This is an optimization exercise on Yosys and OpenROAD, whose aim is small area and a short achievable clock period, not a production implementation. Where RTL was checked, it was by simulation tests only, not by an equivalence proof against the original. No functional check of the RTL was part of run 2.

==> flow/design.v, too long to show whole: its modules and the start of the top module <==
// module izhikevich_neuron: 947 lines
module izhikevich_neuron #(parameter DT = 16'h0100)
(
    input wire clk,
    input wire rst,
    input wire [15:0] I,
    output reg spike
);
  // ...
==> flow/flow/run.sh <==
#!/bin/bash
# Layout flow for the hand-mapped datapath.
#  1. the standard synthesis of the RTL (kept for its flip-flops: their
#     names, cell types and reset nets are reused unchanged);
#  2. flow/gen2.py, the same generator that wrote the RTL (same options, see
#     flow/gen_args), writes the same circuit mapped by hand onto sky130 cells:
#     full-adder trees and parallel-prefix adders as designed, instead of
#     Yosys/ABC's re-mapping of them;
#  3. flow/polar.py re-chooses the polarity of the full-adder cells (and picks
#     between a gate and its complement) to drop
#     redundant inverters;
#  4. the standard ORFS flow from floorplan on, with every port buffered by a
#     buf_1 cell and the make settings in flow/make_args (the timing repair's
#     setup-slack target).
# Each tool's output goes to a log file of its own in this folder.
set -euo pipefail
W=$(pwd)
R=$W/orfs/results/${FLOW_PLATFORM}/izhikevich_neuron/base
bash standard.sh synth > $W/log_synth.txt 2>&1
cp $R/1_2_yosys.v $W/netlist_standard.v
python3 $W/flow/gen2.py $(cat $W/flow/gen_args) --net $W/netlist_hand.v --std $W/netlist_standard.v > $W/log_gen2.txt 2>&1
python3 $W/flow/polar.py --gates $W/netlist_hand.v $W/netlist_polar.v > $W/log_polar.txt 2>&1
cp $W/netlist_polar.v $R/1_2_yosys.v
touch $R/1_2_yosys.v
export BUFFER_PORTS_ARGS="-buffer_cell sky130_fd_sc_hd__buf_1"
# extra make settings for the layout steps (flow/make_args, may be empty)
bash standard.sh $(cat $W/flow/make_args 2>/dev/null) finish > $W/log_finish.txt 2>&1
==> flow/flow/gen_args <==
--redq dadda --split 1 --ka bk --kb bk
==> flow/flow/make_args <==
SETUP_SLACK_MARGIN=5
==> flow/flow/polar.py <==
#!/usr/bin/env python3
"""Re-choose the polarity of full adders in a mapped sky130 netlist.

A full adder is self-dual: FA(~a,~b,~c) = (~sum, ~cout).  Yosys's extract_fa
leaves many inverters between adder cells; this pass removes every inverter
(except ones driving ports), chooses for each fa cell whether it works on
inverted signals, and re-inserts one inverter per signal that is still needed
in the other polarity.  Registers and all other cells are unchanged.
usage: polar.py in.v out.v
"""
import re, sys, random

GATEFLIP = '--gates' in sys.argv
if GATEFLIP:
    sys.argv.remove('--gates')
src = open(sys.argv[1]).read()
m = re.search(r'^\s*module\s+(\S+)\s*\(', src, re.M)
body_start = src.index(';', m.end()) + 1
end = src.rindex('endmodule')
body = src[body_start:end]

inst_re = re.compile(r'^\s*(sky130_fd_sc_hd__\w+)\s+(\S+)\s*\((.*?)\);\s*$', re.S | re.M)
pin_re = re.compile(r'\.(\w+)\(\s*(.*?)\s*\)\s*(?:,|$)', re.S)
OUTPINS = {'X', 'Y', 'Q', 'Q_N', 'SUM', 'COUT', 'HI', 'LO', 'GCLK'}

cells = []
decl_lines = []
pos = 0
for mm in inst_re.finditer(body):
    pre = body[pos:mm.start()]
    decl_lines.append(pre)
    pos = mm.end()
    typ, name, pins = mm.group(1), mm.group(2), mm.group(3)
    conns = [(p, n) for p, n in pin_re.findall(pins)]
    cells.append([typ, name, conns])
tail = body[pos:]
if 'assign' in ''.join(decl_lines) + tail:
    sys.exit('assign statements not supported')

out_ports = set()
for mm in re.finditer(r'^\s*output\s+(\[(\d+):(\d+)\]\s*)?(\S+?)\s*;', src[:end], re.M):
    if mm.group(1):
        hi, lo = int(mm.group(2)), int(mm.group(3))
        for i in range(min(hi, lo), max(hi, lo) + 1):
            out_ports.add(f"{mm.group(4)}[{i}]")
    else:
        out_ports.add(mm.group(4))

A_ = {'and2_1': 6.256, 'nand2_1': 3.7536, 'or2_1': 6.256, 'nor2_1': 3.7536,
      'and2b_1': 7.5072, 'nand2b_1': 6.256, 'or2b_1': 7.5072, 'nor2b_1': 6.256,
      'xor2_1': 8.7584, 'xnor2_1': 8.7584, 'a21o_1': 7.5072, 'a21oi_1': 5.0048,
      'o21a_1': 7.5072, 'o21ai_1': 5.0048, 'o21ai_0': 5.0048, 'a21bo_1': 10.0096,
      'a21boi_0': 7.5072, 'o21ba_1': 10.0096, 'o21bai_1': 7.5072}
PAIRS = [('and2_1', 'nand2_1'), ('or2_1', 'nor2_1'), ('and2b_1', 'nand2b_1'),
         ('or2b_1', 'nor2b_1'), ('xor2_1', 'xnor2_1'), ('a21o_1', 'a21oi_1'),
         ('o21a_1', 'o21ai_1'), ('o21a_1', 'o21ai_0'), ('a21bo_1', 'a21boi_0'),
         ('o21ba_1', 'o21bai_1')]
COMP = {}
for x, y in PAIRS:
    COMP.setdefault(x, y)
    COMP.setdefault(y, x)
def out_pin(t):
    return 'X' if t in ('and2_1', 'or2_1', 'and2b_1', 'or2b_1', 'xor2_1', 'a21o_1', 'o21a_1', 'a21bo_1', 'o21ba_1') else 'Y'

def is_inv(t):
    return re.fullmatch(r'sky130_fd_sc_hd__(clk)?inv_\d+', t) is not None

driver = {}
for ci, (t, n, conns) in enumerate(cells):
    for p, net in conns:
        if p in OUTPINS:
            driver[net] = (ci, p)

removable = set()
for ci, (t, n, conns) in enumerate(cells):
    if is_inv(t):
        d = dict(conns)
        if d['Y'] not in out_ports:
            removable.add(ci)

def root(net):
    par = 0
    seen = 0
    while net in driver and driver[net][0] in removable:
        ci = driver[net][0]
        net = dict(cells[ci][2])['A']
        par ^= 1
        seen += 1
        if seen > 100:
            sys.exit('inverter loop')
    return net, par

# consumers: (cell index, pin index) -> (root, parity)
fa_idx = [ci for ci, c in enumerate(cells) if c[0].startswith('sky130_fd_sc_hd__fa_')]
fa_set = set(fa_idx)
cons = {}   # root -> list of (ci, parity)
pinref = []
for ci, (t, n, conns) in enumerate(cells):
    if ci in removable:
        continue
    for k, (p, net) in enumerate(conns):
        if p in OUTPINS:
            continue
        r, par = root(net)
        pinref.append((ci, k, r, par))
        cons.setdefault(r, []).append((ci, par))
# output ports that are driven through removable inverters are protected above;
# ports driven directly are roots with a parity-0 "consumer"
for net in out_ports:
    r, par = root(net)
    assert par == 0 and r == net
    cons.setdefault(r, []).append((-1, 0))

gate_idx = []
if GATEFLIP:
    for ci, (t, n, conns) in enumerate(cells):
        short = t[len('sky130_fd_sc_hd__'):]
        if ci not in removable and short in COMP:
            gate_idx.append(ci)
gate_set = set(gate_idx)
def gdelta(ci):
    short = cells[ci][0][len('sky130_fd_sc_hd__'):]
    return A_[COMP[short]] - A_[short]
def drv_fa(r):
    d = driver.get(r)
    if d is not None and (d[0] in fa_set or d[0] in gate_set):
        return d[0]
    return None

flip = {ci: 0 for ci in fa_idx + gate_idx}
def root_cost(r):
    f = drv_fa(r)
    nat = flip[f] if f is not None else 0
    for ci, par in cons.get(r, []):
        need = par ^ (flip[ci] if ci in fa_set else 0)
        if need != nat:
            return 1
    return 0

roots_of_fa = {}
for ci in fa_idx:
    rs = set()
    for p, net in cells[ci][2]:
        if p in OUTPINS:
            rs.add(net)
        else:
            rs.add(root(net)[0])
    roots_of_fa[ci] = rs
all_roots = set(cons)
for ci in gate_idx:
    for p, net in cells[ci][2]:
        if p in OUTPINS:
            roots_of_fa[ci] = {net}
def gcost():
    return sum(gdelta(ci) / 3.7536 for ci in gate_idx if flip[ci])
def total():
    return sum(root_cost(r) for r in all_roots) + gcost()

before = len(removable)
best = total()
random.seed(1)
cur = best
best_flip = dict(flip)
for it in range(60):
    improved = True
    while improved:
        improved = False
        for ci in fa_idx + gate_idx:
            rs = roots_of_fa[ci]
            gd = gdelta(ci) / 3.7536 if ci in gate_set else 0.0
            c0 = sum(root_cost(r) for r in rs) + (gd if flip[ci] else 0.0)
            flip[ci] ^= 1
            c1 = sum(root_cost(r) for r in rs) + (gd if flip[ci] else 0.0)
            if c1 < c0:
                cur += c1 - c0
                improved = True
            else:
                flip[ci] ^= 1
    if cur < best:
        best = cur
        best_flip = dict(flip)
    flip = dict(best_flip)
    cur = best
    pool = fa_idx + gate_idx
    for ci in random.sample(pool, max(1, len(pool) // 10)):
        flip[ci] ^= 1
    cur = total()
flip = best_flip
print(f"polar: {len(fa_idx)} fa cells, {len(gate_idx)} gates, {before} inverters removed, cost {best:.2f}, "
      f"{sum(flip[c] for c in fa_idx)} fa cells and {sum(flip[c] for c in gate_idx)} gates flipped", file=sys.stderr)

def esc(n):
    return n + ' ' if n.startswith('\\') else n

# rewrite
newnets = []
invnet = {}
def inv_of(r):
    if r not in invnet:
        nn = f"_pol{len(invnet)}_"
        invnet[r] = nn
        newnets.append(nn)
    return invnet[r]
for ci, k, r, par in pinref:
    f = drv_fa(r)
    nat = flip[f] if f is not None else 0
    need = par ^ (flip[ci] if ci in fa_set else 0)
    p, net = cells[ci][2][k]
    cells[ci][2][k] = (p, r if need == nat else inv_of(r))
out = [src[:body_start]]
out.append(''.join(decl_lines).rstrip('\n') + '\n')
for nn in newnets:
    out.append(f"  wire {nn};\n")
for ci in gate_idx:
    if flip[ci]:
        t = cells[ci][0]
        short = t[len('sky130_fd_sc_hd__'):]
        nt = 'sky130_fd_sc_hd__' + COMP[short]
        op, np_ = out_pin(short), out_pin(COMP[short])
        cells[ci][0] = nt
        cells[ci][2] = [((np_ if p == op else p), net) for p, net in cells[ci][2]]
for ci, (t, n, conns) in enumerate(cells):
    if ci in removable:
        continue
    pins = ",\n".join(f"    .{p}({esc(net)})" for p, net in conns)
    out.append(f"  {t} {n} (\n{pins}\n  );\n")
for i, (r, nn) in enumerate(invnet.items()):
    out.append(f"  sky130_fd_sc_hd__inv_1 _polinv{i}_ (\n    .A({esc(r)}),\n    .Y({nn})\n  );\n")
out.append(tail)
out.append(src[end:])
open(sys.argv[2], 'w').write(''.join(out))
==> flow/standard.sh <==
#!/bin/bash
# synth_recipe.tcl (not shown) runs the flow's synth.tcl, then flattens the netlist and writes it again
# the make line also repeats each setting of config.mk as NAME=value (left out here)
make -C /OpenROAD-flow-scripts/flow DESIGN_CONFIG=/design/flow/config.mk WORK_HOME=/design/flow/orfs CLKGATE_MAP_FILE= SYNTH_SCRIPT=/design/flow/synth_recipe.tcl "${@:-finish}"
==> flow/config.mk <==
export PLATFORM = sky130hd
export DESIGN_NAME = izhikevich_neuron
export DESIGN_NICKNAME = izhikevich_neuron
export VERILOG_FILES = /design/flow/design.v
export SDC_FILE = /design/flow/constraint.sdc
export NUM_CORES = 4
export LEC_CHECK = 0
export CAP_MARGIN = 5
export CORE_MARGIN = 2
export CORE_UTILIZATION = 40
export CTS_BUF_LIST = sky130_fd_sc_hd__clkbuf_8
export CTS_CLUSTER_DIAMETER = 150
export CTS_CLUSTER_SIZE = 40
export PLACE_DENSITY = 0.6
export SLEW_MARGIN = 5
==> flow/constraint.sdc <==
create_clock -name core_clock -period 12.0 [get_ports {clk}]
set_input_delay 2.4000 -clock core_clock [delete_from_list [all_inputs] [get_ports {clk}]]
set_output_delay 2.4000 -clock core_clock [all_outputs]
set_load 0.01 [all_outputs]
Not shown: flow/flow/gen2.py
==> flow_metrics.env, run 1 <==
export IMPL_status="finished clean"
export IMPL_buffer_area_share_pct=1.43
export IMPL_cts_buffer_depth=2
export IMPL_register_area_um2=870
export IMPL_totalWireLength_um=16100
export IMPL_fmax_mhz=153
export IMPL_syn_num_nets=935
export IMPL_path_buf_inv=1
export IMPL_multi_input_area_um2=6280
export IMPL_hold_ws_ns=0.631
export IMPL_cts_tree="built"
export IMPL_num_vias=5060
export IMPL_route_met3_wl_um=510
export IMPL_max_slew_margin_pct=50.7
export IMPL_cap_violations=0
export IMPL_clkbuf_count=6
export IMPL_ios=19
export IMPL_grt_max_degree=35
export IMPL_hold_end="u[15]"
export IMPL_crit_path_start="v[13]"
export IMPL_slowest_stage="dfstp_4"
export IMPL_grt_util_all_layers_pct=18.9
export IMPL_path_depth=21
export IMPL_crit_chain="nand2_1, fa_1, fa_1, fa_1, fa_1, xor2_1, nand2_1, o21ai_1, xor2_2, fa_1, fa_1, fa_1, fa_1, xor2_1, nand2_1, nor2_1, inv_1, o21ai_1, o21bai_1, xor2_1, or2_1"
export IMPL_ant_nets=0
export IMPL_buffers_excl_clock=24
==> run 2, diff against run 1 <==
--- a/flow/design.v
+++ b/flow/design.v
@@ -800,144 +800,144 @@
   wire fc2292 = (w2264 & w2147) | (w2264 & w2282) | (w2147 & w2282);
   wire fs2298 = fc2271 ^ fs2291 ^ fc2278;
   wire fc2299 = (fc2271 & fs2291) | (fc2271 & fc2278) | (fs2291 & fc2278);
   wire w2302 = u[10] ^ w2144;
   wire w2303 = ~w2302;
   wire w2306 = u[10] | w2144;
   wire fs2312 = w2150 ^ w2285 ^ w2303;
   wire fc2313 = (w2150 & w2285) | (w2150 & w2303) | (w2285 & w2303);
-  wire w2316 = fc2292 & fs2312;
-  wire w2319 = fc2292 ^ fs2312;
-  wire fs2325 = u[11] ^ w19 ^ w2306;
-  wire fc2326 = (u[11] & w19) | (u[11] & w2306) | (w19 & w2306);
-  wire fs2330 = w2147 ^ w2155 ^ fs2325;
-  wire fc2331 = (w2147 & w2155) | (w2147 & fs2325) | (w2155 & fs2325);
-  wire fs2337 = fc2313 ^ w2316 ^ fs2330;
-  wire fc2338 = (fc2313 & w2316) | (fc2313 & fs2330) | (w2316 & fs2330);
-  wire w2341 = u[12] ^ w2150;
-  wire w2342 = ~w2341;
-  wire w2345 = u[12] | w2150;
-  wire fs2351 = w2342 ^ fc2326 ^ fc2331;
-  wire fc2352 = (w2342 & fc2326) | (w2342 & fc2331) | (fc2326 & fc2331);
-  wire fs2358 = u[13] ^ w2154 ^ w2345;
-  wire fc2359 = (u[13] & w2154) | (u[13] & w2345) | (w2154 & w2345);
-  wire w2360 = ~u[14];
-  wire w2363 = u[15] ^ u[14];
-  wire w2364 = ~w2363;
-  wire w2367 = u[15] | u[14];
-  wire w2370 = w2108 & w2120;
-  wire w2373 = w2111 & w2123;
-  wire w2376 = fc2161 & fs2165;
-  wire w2379 = w2108 ^ w2120;
-  wire w2382 = w2111 ^ w2123;
-  wire w2385 = fc2161 ^ fs2165;
-  wire w2388 = w2111 & w2108;
-  wire w2391 = w2117 & w2114;
-  wire w2396 = (w2382 & w2370) | w2373;
-  wire w2399 = w2382 & w2379;
-  wire w2402 = w2385 & fs2160;
-  wire w2405 = w2114 & w2388;
-  wire w2408 = w2391 & w2388;
-  wire w2411 = fs2160 & w2396;
-  wire w2414 = fs2160 & w2399;
-  wire w2419 = (w2402 & w2396) | w2376;
-  wire w2422 = w2402 & w2399;
-  wire w2425 = w2379 & w2408;
-  wire w2428 = w2399 & w2408;
-  wire w2431 = w2414 & w2408;
-  wire w2434 = w2422 & w2408;
-  wire w2437 = fc2176 & fs2185;
-  wire w2440 = fc2186 & fs2195;
-  wire w2443 = fc2196 & fs2205;
-  wire w2446 = fc2206 & fs2215;
-  wire w2449 = fc2216 & fs2225;
-  wire w2452 = fc2226 & fs2235;
-  wire w2455 = fc2299 & w2319;
-  wire w2458 = fc2338 & fs2351;
-  wire w2461 = fc2352 & fs2358;
-  wire w2464 = fc2359 & w2360;
-  wire w2467 = fc2176 ^ fs2185;
-  wire w2470 = fc2186 ^ fs2195;
-  wire w2473 = fc2196 ^ fs2205;
-  wire w2476 = fc2206 ^ fs2215;
-  wire w2479 = fc2216 ^ fs2225;
-  wire w2482 = fc2226 ^ fs2235;
-  wire w2485 = fc2299 ^ w2319;
-  wire w2488 = fc2338 ^ fs2351;
-  wire w2491 = fc2352 ^ fs2358;
-  wire w2494 = fc2359 ^ w2360;
-  wire w2497 = fs2175 & w2419;
-  wire w2502 = (w2470 & w2437) | w2440;
-  wire w2505 = w2470 & w2467;
-  wire w2510 = (w2476 & w2443) | w2446;
-  wire w2513 = w2476 & w2473;
-  wire w2518 = (w2482 & w2449) | w2452;
-  wire w2521 = w2482 & w2479;
-  wire w2524 = fs2277 & fs2256;
-  wire w2527 = w2485 & fs2298;
-  wire w2530 = w2488 & fs2337;
-  wire w2533 = (w2494 & w2461) | w2464;
-  wire w2536 = w2494 & w2491;
-  wire w2539 = (w2505 & w2497) | w2502;
-  wire w2544 = (w2521 & w2510) | w2518;
-  wire w2547 = w2521 & w2513;
-  wire w2550 = w2527 & w2524;
-  wire w2553 = (w2536 & w2458) | w2533;
-  wire w2556 = w2536 & w2530;
-  wire w2559 = (w2547 & w2539) | w2544;
-  wire w2562 = (w2556 & w2455) | w2553;
-  wire w2565 = w2556 & w2550;
-  wire w2568 = (w2565 & w2559) | w2562;
-  wire w2573 = (w2550 & w2559) | w2455;
-  wire w2578 = (w2513 & w2539) | w2510;
-  wire w2581 = w2524 & w2559;
-  wire w2584 = (w2530 & w2573) | w2458;
-  wire w2589 = (w2467 & w2497) | w2437;
-  wire w2592 = (w2473 & w2539) | w2443;
-  wire w2597 = (w2479 & w2578) | w2449;
-  wire w2600 = fs2256 & w2559;
-  wire w2603 = fs2298 & w2581;
-  wire w2606 = fs2337 & w2573;
-  wire w2609 = (w2491 & w2584) | w2461;
-  wire w2612 = w2364 & w2568;
-  wire w2615 = fs2175 ^ w2419;
-  wire w2618 = w2467 ^ w2497;
-  wire w2621 = w2470 ^ w2589;
-  wire w2624 = w2473 ^ w2539;
-  wire w2627 = w2476 ^ w2592;
-  wire w2630 = w2479 ^ w2578;
-  wire w2633 = w2482 ^ w2597;
-  wire w2636 = fs2256 ^ w2559;
-  wire w2639 = fs2277 ^ w2600;
-  wire w2642 = fs2298 ^ w2581;
-  wire w2645 = w2485 ^ w2603;
-  wire w2648 = fs2337 ^ w2573;
-  wire w2651 = w2488 ^ w2606;
-  wire w2654 = w2491 ^ w2584;
-  wire w2657 = w2494 ^ w2609;
-  wire w2660 = w2364 ^ w2568;
-  wire w2663 = ~w19 & w2059;
-  wire w2666 = ~w19 & w2062;
-  wire w2669 = ~w19 & w2065;
-  wire w2672 = ~w19 & w2068;
-  wire w2675 = ~w19 & w2071;
-  wire w2678 = ~w19 & w2074;
-  wire w2681 = ~w19 & w2077;
-  wire w2684 = ~w19 & w2080;
-  wire w2687 = w19 | w2083;
-  wire w2690 = w19 | w2086;
-  wire w2693 = w19 | w2089;
-  wire w2696 = w19 | w2092;
-  wire w2699 = w19 | w2095;
-  wire w2702 = w19 | w2098;
-  wire w2705 = ~w19 & w2101;
-  wire w2708 = w19 | w2104;
-    wire [15:0] v_next = {w2708, w2705, w2702, w2699, w2696, w2693, w2690, w2687, w2684, w2681, w2678, w2675, w2672, w2669, w2666, w2663};
-    wire [15:0] u_next = {w2660, w2657, w2654, w2651, w2648, w2645, w2642, w2639, w2636, w2633, w2630, w2627, w2624, w2621, w2618, w2615};
+  wire fs2317 = fc2292 ^ fs2312 ^ fc2299;
+  wire fc2318 = (fc2292 & fs2312) | (fc2292 & fc2299) | (fs2312 & fc2299);
+  wire fs2324 = u[11] ^ w19 ^ w2306;
+  wire fc2325 = (u[11] & w19) | (u[11] & w2306) | (w19 & w2306);
+  wire fs2329 = w2147 ^ w2155 ^ fs2324;
+  wire fc2330 = (w2147 & w2155) | (w2147 & fs2324) | (w2155 & fs2324);
+  wire w2333 = fc2313 & fs2329;
+  wire w2336 = fc2313 ^ fs2329;
+  wire w2339 = u[12] ^ w2150;
+  wire w2340 = ~w2339;
+  wire w2343 = u[12] | w2150;
+  wire fs2349 = w2340 ^ fc2325 ^ fc2330;
+  wire fc2350 = (w2340 & fc2325) | (w2340 & fc2330) | (fc2325 & fc2330);
+  wire fs2356 = u[13] ^ w2154 ^ w2343;
+  wire fc2357 = (u[13] & w2154) | (u[13] & w2343) | (w2154 & w2343);
+  wire w2358 = ~u[14];
+  wire w2361 = u[15] ^ u[14];
+  wire w2362 = ~w2361;
+  wire w2365 = u[15] | u[14];
+  wire w2368 = w2108 & w2120;
+  wire w2371 = w2111 & w2123;
+  wire w2374 = fc2161 & fs2165;
+  wire w2377 = w2108 ^ w2120;
+  wire w2380 = w2111 ^ w2123;
+  wire w2383 = fc2161 ^ fs2165;
+  wire w2386 = w2111 & w2108;
+  wire w2389 = w2117 & w2114;
+  wire w2394 = (w2380 & w2368) | w2371;
+  wire w2397 = w2380 & w2377;
+  wire w2400 = w2383 & fs2160;
+  wire w2403 = w2114 & w2386;
+  wire w2406 = w2389 & w2386;
+  wire w2409 = fs2160 & w2394;
+  wire w2412 = fs2160 & w2397;
+  wire w2417 = (w2400 & w2394) | w2374;
+  wire w2420 = w2400 & w2397;
+  wire w2423 = w2377 & w2406;
+  wire w2426 = w2397 & w2406;
+  wire w2429 = w2412 & w2406;
+  wire w2432 = w2420 & w2406;
+  wire w2435 = fc2176 & fs2185;
+  wire w2438 = fc2186 & fs2195;
+  wire w2441 = fc2196 & fs2205;
+  wire w2444 = fc2206 & fs2215;
+  wire w2447 = fc2216 & fs2225;
+  wire w2450 = fc2226 & fs2235;
+  wire w2453 = fc2318 & w2336;
+  wire w2456 = w2333 & fs2349;
+  wire w2459 = fc2350 & fs2356;
+  wire w2462 = fc2357 & w2358;
+  wire w2465 = fc2176 ^ fs2185;
+  wire w2468 = fc2186 ^ fs2195;
+  wire w2471 = fc2196 ^ fs2205;
+  wire w2474 = fc2206 ^ fs2215;
+  wire w2477 = fc2216 ^ fs2225;
+  wire w2480 = fc2226 ^ fs2235;
+  wire w2483 = fc2318 ^ w2336;
+  wire w2486 = w2333 ^ fs2349;
+  wire w2489 = fc2350 ^ fs2356;
+  wire w2492 = fc2357 ^ w2358;
+  wire w2495 = fs2175 & w2417;
+  wire w2500 = (w2468 & w2435) | w2438;
+  wire w2503 = w2468 & w2465;
+  wire w2508 = (w2474 & w2441) | w2444;
+  wire w2511 = w2474 & w2471;
+  wire w2516 = (w2480 & w2447) | w2450;
+  wire w2519 = w2480 & w2477;
+  wire w2522 = fs2277 & fs2256;
+  wire w2525 = fs2317 & fs2298;
+  wire w2528 = (w2486 & w2453) | w2456;
+  wire w2531 = w2486 & w2483;
+  wire w2534 = (w2492 & w2459) | w2462;
+  wire w2537 = w2492 & w2489;
+  wire w2540 = (w2503 & w2495) | w2500;
+  wire w2545 = (w2519 & w2508) | w2516;
+  wire w2548 = w2519 & w2511;
+  wire w2551 = w2525 & w2522;
+  wire w2554 = (w2537 & w2528) | w2534;
+  wire w2557 = w2537 & w2531;
+  wire w2560 = (w2548 & w2540) | w2545;
+  wire w2563 = w2557 & w2551;
+  wire w2566 = (w2563 & w2560) | w2554;
+  wire w2569 = w2551 & w2560;
+  wire w2574 = (w2511 & w2540) | w2508;
+  wire w2577 = w2522 & w2560;
+  wire w2582 = (w2531 & w2569) | w2528;
+  wire w2587 = (w2465 & w2495) | w2435;
+  wire w2590 = (w2471 & w2540) | w2441;
+  wire w2595 = (w2477 & w2574) | w2447;
+  wire w2598 = fs2256 & w2560;
+  wire w2601 = fs2298 & w2577;
+  wire w2604 = (w2483 & w2569) | w2453;
+  wire w2607 = (w2489 & w2582) | w2459;
+  wire w2610 = w2362 & w2566;
+  wire w2613 = fs2175 ^ w2417;
+  wire w2616 = w2465 ^ w2495;
+  wire w2619 = w2468 ^ w2587;
+  wire w2622 = w2471 ^ w2540;
+  wire w2625 = w2474 ^ w2590;
+  wire w2628 = w2477 ^ w2574;
+  wire w2631 = w2480 ^ w2595;
+  wire w2634 = fs2256 ^ w2560;
+  wire w2637 = fs2277 ^ w2598;
+  wire w2640 = fs2298 ^ w2577;
+  wire w2643 = fs2317 ^ w2601;
+  wire w2646 = w2483 ^ w2569;
+  wire w2649 = w2486 ^ w2604;
+  wire w2652 = w2489 ^ w2582;
+  wire w2655 = w2492 ^ w2607;
+  wire w2658 = w2362 ^ w2566;
+  wire w2661 = ~w19 & w2059;
+  wire w2664 = ~w19 & w2062;
+  wire w2667 = ~w19 & w2065;
+  wire w2670 = ~w19 & w2068;
+  wire w2673 = ~w19 & w2071;
+  wire w2676 = ~w19 & w2074;
+  wire w2679 = ~w19 & w2077;
+  wire w2682 = ~w19 & w2080;
+  wire w2685 = w19 | w2083;
+  wire w2688 = w19 | w2086;
+  wire w2691 = w19 | w2089;
+  wire w2694 = w19 | w2092;
+  wire w2697 = w19 | w2095;
+  wire w2700 = w19 | w2098;
+  wire w2703 = ~w19 & w2101;
+  wire w2706 = w19 | w2104;
+    wire [15:0] v_next = {w2706, w2703, w2700, w2697, w2694, w2691, w2688, w2685, w2682, w2679, w2676, w2673, w2670, w2667, w2664, w2661};
+    wire [15:0] u_next = {w2658, w2655, w2652, w2649, w2646, w2643, w2640, w2637, w2634, w2631, w2628, w2625, w2622, w2619, w2616, w2613};
     always @(posedge clk or posedge rst) begin
         if (rst) begin
             v <= 16'hBF00;
             u <= 16'h0000;
             spike <= 1'b0;
         end else begin
             v <= v_next;
             u <= u_next;
==> flow/flow/gen_args (replaced) <==
--redq dadda --split 1 --ka bk --kb bk --hsl 3
==> flow/config.mk (replaced) <==
export PLATFORM = sky130hd
export DESIGN_NAME = izhikevich_neuron
export DESIGN_NICKNAME = izhikevich_neuron
export VERILOG_FILES = /design/flow/design.v
export SDC_FILE = /design/flow/constraint.sdc
export NUM_CORES = 4
export LEC_CHECK = 0
export CAP_MARGIN = 20
export CORE_MARGIN = 2
export CORE_UTILIZATION = 40
export CTS_BUF_LIST = sky130_fd_sc_hd__clkbuf_8
export CTS_CLUSTER_DIAMETER = 150
export CTS_CLUSTER_SIZE = 40
export PLACE_DENSITY = 0.6
export SLEW_MARGIN = 20
==> flow_metrics.env, run 2 <==
export IMPL_status="finished clean"
export IMPL_crit_path_start="v[13]"
export IMPL_max_slew_margin_pct=60.6
export IMPL_synth_area_um2=7170
export IMPL_cap_violations=0
export IMPL_htreeDepth=2
export IMPL_start_util_pct=41.1
export IMPL_std_cell_rows=48
export IMPL_dr_pass1_iters=4
export IMPL_final_cell_mix="160 x nand2_1, 153 x fa_1, 74 x xnor2_1, 62 x nor2b_1, 57 x inv_1"
export IMPL_die_x_um=138
export IMPL_gp_congestion=0.861
export IMPL_final_common_cell="nand2_1"
export IMPL_hpwl_um=12900
export IMPL_diodes=0
export IMPL_hold_ws_ns=0.620
export IMPL_num_vias=5041
export IMPL_clkLatencyLatePin_ns=0.30
export IMPL_endpoint="v[14]"
export IMPL_finalSetupViolations=0
export IMPL_fin_nets=971
export IMPL_synth_area_per_cell_um2=9.38
export IMPL_area_delta_synth_final_pct=10.4
export IMPL_hold_class="reg2reg"
export IMPL_cp_common_cell="fa_1"
export IMPL_grt_max_degree=35
export IMPL_drt_iter0_drc=264
export IMPL_drt_wirelength_per_cell_um=15.7
export IMPL_r2r_start="v[13]"
export IMPL_cts_buffer_depth=2
export IMPL_fp_dieH_um=138
export IMPL_skew_ns=0.00787
export IMPL_setup_tns_final_ns=0
export IMPL_finalCriticalPeriod_ns=6.60
export IMPL_tightest_slew_ns=0.589
export IMPL_crit_chain="nand2_1, fa_1, fa_1, fa_1, fa_1, xor2_2, nand2_1, o21ai_1, a21oi_1, xnor2_2, fa_1, fa_1, xnor2_1, inv_1, nand2_1, inv_1, a21oi_1, o21ai_2, a21oi_1, o21ai_1, xor2_1, nor2b_1"
export IMPL_path_class="reg2reg"
export IMPL_arrival_ns=6.78
export IMPL_ant_nets=0
export IMPL_dieArea_um2=19000
export IMPL_grt_first_pass_wirelength_um=27600
export IMPL_antenna_found_initial=0
export IMPL_ctsHoldBuffers=0
export IMPL_startpoint_type="flop"
export IMPL_ff2ff_path_depth=22
export IMPL_largestRegisters="u: 16 flops, v: 16 flops, spike: 1 flops"
export IMPL_cp_end_kind="flop"
export IMPL_hold_viol_final=0
export IMPL_min_period_over_period_pct=55.0
export IMPL_core_area_um2=17400
export IMPL_fin_util_pct=45.4
export IMPL_syn_inst=764
export IMPL_cts_inserted_buffers=5
export IMPL_instances_no_fill=1026
export IMPL_cts_tree="built"
export IMPL_layout_drive_gt1_share_pct=7.37
export IMPL_rrSetupSlack_ns=5.40
export IMPL_slowest_stage="dfstp_4"
export IMPL_rsz0062_at_grt="no"
export IMPL_portBuffers=18
export IMPL_slowest_delay_ns=0.74
export IMPL_slew_viol_final=0
export IMPL_grt_util_all_layers_pct=18.9
export IMPL_dp_cells=1010
export IMPL_syn_num_nets=935
export IMPL_grt_pass1_vias=5464
export IMPL_fmax_mhz=151
export IMPL_totalWireLength_um=16100
export IMPL_ios=19
export IMPL_cts_sinks=33
export IMPL_cts_root_buf="clkbuf_8"
export IMPL_routed_via_density=4.91
export IMPL_fill_cells=1715
export IMPL_regToRegEndpoint="v[14]"
export IMPL_clkTransAtPathRegs_ns=0.08
export IMPL_cp_max_fo=14
export IMPL_drc=0
export IMPL_worstPathRequired_ns=12.17
export IMPL_overflow=0
export IMPL_yosys_warnings=1
run 2: cell count changes in the layout (fill, tap and decap cells not counted), moves of 2 or more:
cell and change:
a21oi_1 -2, xor2_2 -3, o21ai_1 -3, buf_4 +5
dfrtp_4 +2, xnor2_2 +2, xor2_1 +2, o21ai_2 +2
run 2: stage by stage:
step	area, um2	setup WS (ns)
2_1_floorplan	7170	5.69
3_3_place_gp	7540	4.67
3_5_place_dp	7540	4.63
4_1_cts	7670	5.01
5_1_grt	7910	5.01
6_report	7910	5.40
run 2: final cells by class:
class / instances / area, um2 / area share, %
clock buffer: 6 / 82.6 / 1.04
tap: 225 / 282 / 3.56
clock inverter: 2 / 33.8 / 0.427
sequential: 33 / 876 / 11.1
timing repair buffer: 29 / 150 / 1.90
inverter: 56 / 210 / 2.66
multi-input combinational: 675 / 6280 / 79.3
run 2: timing repair:
| item | 4_1_cts | 5_1_grt |
|---|---|---|
| resized for setup | 10 | 33 |
| endpoints found under the setup margin | 8 | 8 |
| endpoints found under the hold margin | 0 | 0 |
| setup buffers | 0 | 8 |
| cloned | 0 | 0 |
| pin swaps | 0 | 2 |
run 2: routing by layer:
| layer | vias up | routed length, um | share of wire (%) | track usage [%] |
|---|---|---|---|---|
| met5 | - | 0 | 0 | 0 |
| met4 | 0 | 70 | 0.44 | 2.04 |
| met3 | 9 | 678 | 4.2 | 2.78 |
| met2 | 84 | 8450 | 53 | 33.4 |
| met1 | 2546 | 6880 | 43 | 25.4 |
| li1 | 2402 | - | - | - |
run 2: worst max-delay path: cells and delay by family (launching register included):
kind | cells | cell delay [ns]
fa+ha+maj | 6 | 3.05
buf+inv | 2 | 0.13
simple gates | 4 | 0.42
compound gates | 6 | 1.15
flops | 1 | 0.74
xor+xnor | 4 | 0.98
run 2: worst min path at each step:
stage                from     to  slack [ns]  cells after the start
floorplan           u[15]  u[15]        0.59                      2
global placement    u[15]  u[15]        0.62                      2
detailed placement  u[15]  u[15]        0.61                      2
CTS                 u[15]  u[15]        0.63                      2
global route        u[15]  u[15]        0.66                      2
finish              u[15]  u[15]        0.62                      2

==> port drivers added, routing unchanged <==
Ports are ideal in the flow. The routed layouts listed here were re-timed in OpenROAD. Step 1, drivers: a clkbuf_16 drives clk and a buf_2 each remaining input, both assumed. Step 2 times the ports against the registers' clock, not the clock port: input delays grow and output delays shrink by t, the midpoint of the rising clock arrivals with the driver on. Three values: ideal ports, drivers, drivers and shift; two values: the first two.
run | t, ns | setup WS [ns] | latest minus earliest clock arrival (ns) | worst register clock-pin slew, ns
run 1 | 0.336 | 5.454 / 5.454 / 5.454 | 0.010 / 0.010 | 0.08 / 0.08
run 2 | 0.325 | 5.396 / 5.396 / 5.396 | 0.008 / 0.008 | 0.08 / 0.08
After both steps setup and hold are still met in every run listed.
